This design comes from an exercise in tuning for small area on the open sky130 flow, not from production work. RTL that was checked went through simulation tests only; none was proved equivalent to the original. No driver is modelled on the clock port, so clocking that relies on it looks cheaper here than on a real chip. Power figures rest on the tool's default switching activity, not on a simulated workload.

## JK
==> flow/design.v (excerpt) <==
module keyboard_instance(clk_50M,buzzer,RSTn,col,row,Digitron_Out,DigitronCS_Out,light,leds);
    parameter FP = 1000;             
    parameter KP = 50;               
    parameter DIV = 2500;            
    localparam V = FP / 10;
    parameter VW = 7;                
    input clk_50M;
    input RSTn ; 
    input [3:0] col;
    output [3:0] row;
    output [7:0] Digitron_Out;
    output [3:0] DigitronCS_Out;
    output light;
    output buzzer;
    output [6:0] leds;
    reg valid;
    always @(posedge clk_50M or negedge RSTn)
        if (!RSTn)
            valid <= 1'b0;
        else
            valid <= 1'b1;
    wire s9, s0, par;
    wire [VW-1:0] v;
    keyboard_scan #(.V(V), .VW(VW)) U1(
        .clk(clk_50M),
        .RSTn(RSTn),
        .par(par),
        .s9(s9),
        .s0(s0),
        .row(row),
        .light(light),
        .v(v)
    );
    wire [4:0] kd;
    key_filter #(.V(V), .VW(VW)) U2(
        .clk(clk_50M),
        .RSTn(RSTn),
        .col(col),
        .s9(s9),
        .v(v),
        .kd(kd)
    );
    wire [11:0] data_disp;
    wire [1:0] tries;
    wire switch;
    wire p0 = s0 & (v == 0);
    onehot2binary #(.KP(KP)) U3(
        .clk(clk_50M),
        .RSTn(RSTn),
        .valid(valid),
        .kd(kd),
        .p0(p0),
        .binary(data_disp),
        .tries(tries),
        .buzzer(buzzer),
        .switch(switch)
    );
    Digitron_TimeDisplay_module U5
    (
    	.CLK(clk_50M),
    	.RSTn(RSTn),
    	.par(par),
    	.data(data_disp),
    	.Digitron_Out(Digitron_Out),
    	.DigitronCS_Out(DigitronCS_Out),
        .tries(tries)
    );
    Led_effect #(.DIV(DIV)) U6
    (
        .clk_50M(clk_50M),
        .RSTn(RSTn),
        .valid(valid),
        .even(~par),
        .switch(switch),
        .leds(leds)
    );
  ...
==> module key_filter, before the edit <==
module key_filter(clk,RSTn,col,s9,v,kd);
    parameter V = 100;
    parameter VW = 7;
    input clk;
    input RSTn;
    input [3:0] col;
    input s9;
    input [VW-1:0] v;
    output reg [4:0] kd;
    reg [15:0] P;
    reg [4:0] acc;
    reg first;
    wire samp   = s9;
    wire window = (v >= V-4);
    wire tick   = samp & (v == 0);
    wire [1:0] r = v[1:0];
    wire [3:0] d = ~col & P[3:0];
    wire d_any = |d;
    wire d_one = (d == 4'b0001) | (d == 4'b0010) | (d == 4'b0100) | (d == 4'b1000);
    wire [1:0] d_idx = {d[3] | d[2], d[3] | d[1]};
    wire [4:0] acc_in = (r == 2'd0) ? 5'b00000 : acc;
    wire [4:0] acc_nx = !d_any ? acc_in :
                        (d_one && acc_in == 5'b00000) ? {1'b1, r, d_idx} : 5'b00001;
    always@(posedge clk)
        if(samp & window) begin
            acc <= acc_nx;
            P <= {~col, P[15:4]};
        end
    always@(posedge clk or negedge RSTn) begin
        if(!RSTn) begin
            kd <= 5'b00000;
            first <= 1'b1;
        end
        else if(tick) begin
            kd <= first ? 5'b00000 : acc;
            first <= 1'b0;
        end
    end
endmodule
==> flow/config.mk <==
export PLATFORM = sky130hd
export DESIGN_NAME = keyboard_instance
export DESIGN_NICKNAME = keyboard_instance
export VERILOG_FILES = /design/flow/design.v
export SDC_FILE = /design/flow/constraint.sdc
export NUM_CORES = 4
export LEC_CHECK = 0
export CAP_MARGIN = 20
export CORE_MARGIN = 2
export CORE_UTILIZATION = 40
export SLEW_MARGIN = 20
==> flow/constraint.sdc <==
create_clock -name core_clock -period 10.0 [get_ports {clk_50M}]
set_input_delay 2.0000 -clock core_clock [delete_from_list [all_inputs] [get_ports {clk_50M}]]
set_output_delay 2.0000 -clock core_clock [all_outputs]
set_load 0.01 [all_outputs]
standard.sh (not shown) runs the stock make flow with config.mk's settings and CLKGATE_MAP_FILE= SYNTH_SCRIPT=/design/flow/synth_recipe.tcl, a recipe that flattens the netlist after the stock synthesis.
==> flow/flow/run.sh <==
#!/bin/bash
# Own layout flow: the standard flow (standard.sh) with
#  - synthesis as standard, but ABC mapping with an area script (flow/area.abc)
#  - port buffers of the smallest buffer cell
#  - clock tree of clkbuf_8 without dummy loads, then each clock buffer
#    downsized where the clock-pin slews stay well inside the limit
# Tool output: ORFS's logs under orfs/logs, make's output in flow_*.log and
# the clock-buffer step's output in shrink_clk.log, here.
set -euo pipefail
HERE=$(pwd)
export MY_ABC_SCRIPT=$HERE/flow/area.abc
ARGS=(SYNTH_SCRIPT=$HERE/flow/synth_area.tcl
  "BUFFER_PORTS_ARGS=-buffer_cell sky130_fd_sc_hd__buf_1"
  "CTS_ARGS=-sink_clustering_enable -repair_clock_nets -dont_use_dummy_load -buf_list {sky130_fd_sc_hd__clkbuf_8}")
bash standard.sh "${ARGS[@]}" cts > flow_cts.log 2>&1
RES=$HERE/orfs/results/sky130hd/keyboard_instance/base
PLATFORM_DIR=$FLOW_HOME/platforms/sky130hd RESULTS_DIR=$RES \
  openroad -no_init -exit $HERE/flow/shrink_clk.tcl > shrink_clk.log 2>&1
bash standard.sh "${ARGS[@]}" finish > flow_finish.log 2>&1
Other scripts of this flow, unchanged in this note and not shown: flow/flow/area.abc, flow/flow/shrink_clk.tcl, flow/flow/synth_area.tcl
Edits applied to the flow inputs when going from JK to MS:
--- a/flow/design.v
+++ b/flow/design.v
@@ -50,11 +50,13 @@
     wire [4:0] acc_in = (r == 2'd0) ? 5'b00000 : acc;
     wire [4:0] acc_nx = !d_any ? acc_in :
                         (d_one && acc_in == 5'b00000) ? {1'b1, r, d_idx} : 5'b00001;
+    wire wr = samp & window;
+    wire [15:0] rot = {P[1:0], P[15:2]};
     always@(posedge clk)
-        if(samp & window) begin
+        P <= wr ? {~col[1:0], rot[13:2], ~col[3:2]} : rot;
+    always@(posedge clk)
+        if(wr)
             acc <= acc_nx;
-            P <= {~col, P[15:4]};
-        end
     always@(posedge clk or negedge RSTn) begin
         if(!RSTn) begin
             kd <= 5'b00000;
==> comparison <==
The higher die boundary height of MS and JK is in JK.
First-pass GRT wire length: MS and JK compared, higher one is JK
In MS relative to JK, power consumed by combinational cells had gone down by more than a quarter.
Side by side, area overhead of the layout relative to synthesis turned out higher in MS than in JK.
Taking JK as the reference point, the power share of the clock group of MS rises by 1.2 points.
MS: non-clock buffer count is about 9% higher than what JK reported.
Function not checked in JK: the RTL went through the layout flow alone.

-- static timing again, ports no longer ideal --
The results above use ideal ports. As a check the final layouts listed here were re-extracted and re-timed, cells and wires unchanged. Step 1 sets driving cells, clkbuf_16 on the clock port and buf_2 on the other inputs (assumed; they add their load-dependent delay and slew). Step 2, shift: input delay + t, output delay - t, t = (earliest + latest rising clock arrival at the registers) / 2. This alone moves slack from input paths to output paths. Three values: no drivers, after step 1, after step 2; two values: the first two.
| run | t (ns) | slack for setup (ns) | hold slack, ns |
|---|---|---|---|
| JK | 0.459 | 4.484 / 4.448 / 4.906 | 0.417 / 0.417 / 0.417 |
| MS | 0.578 | 4.383 / 4.346 / 4.924 | 0.330 / 0.330 / 0.330 |
After both steps setup and hold are still met in every run listed.
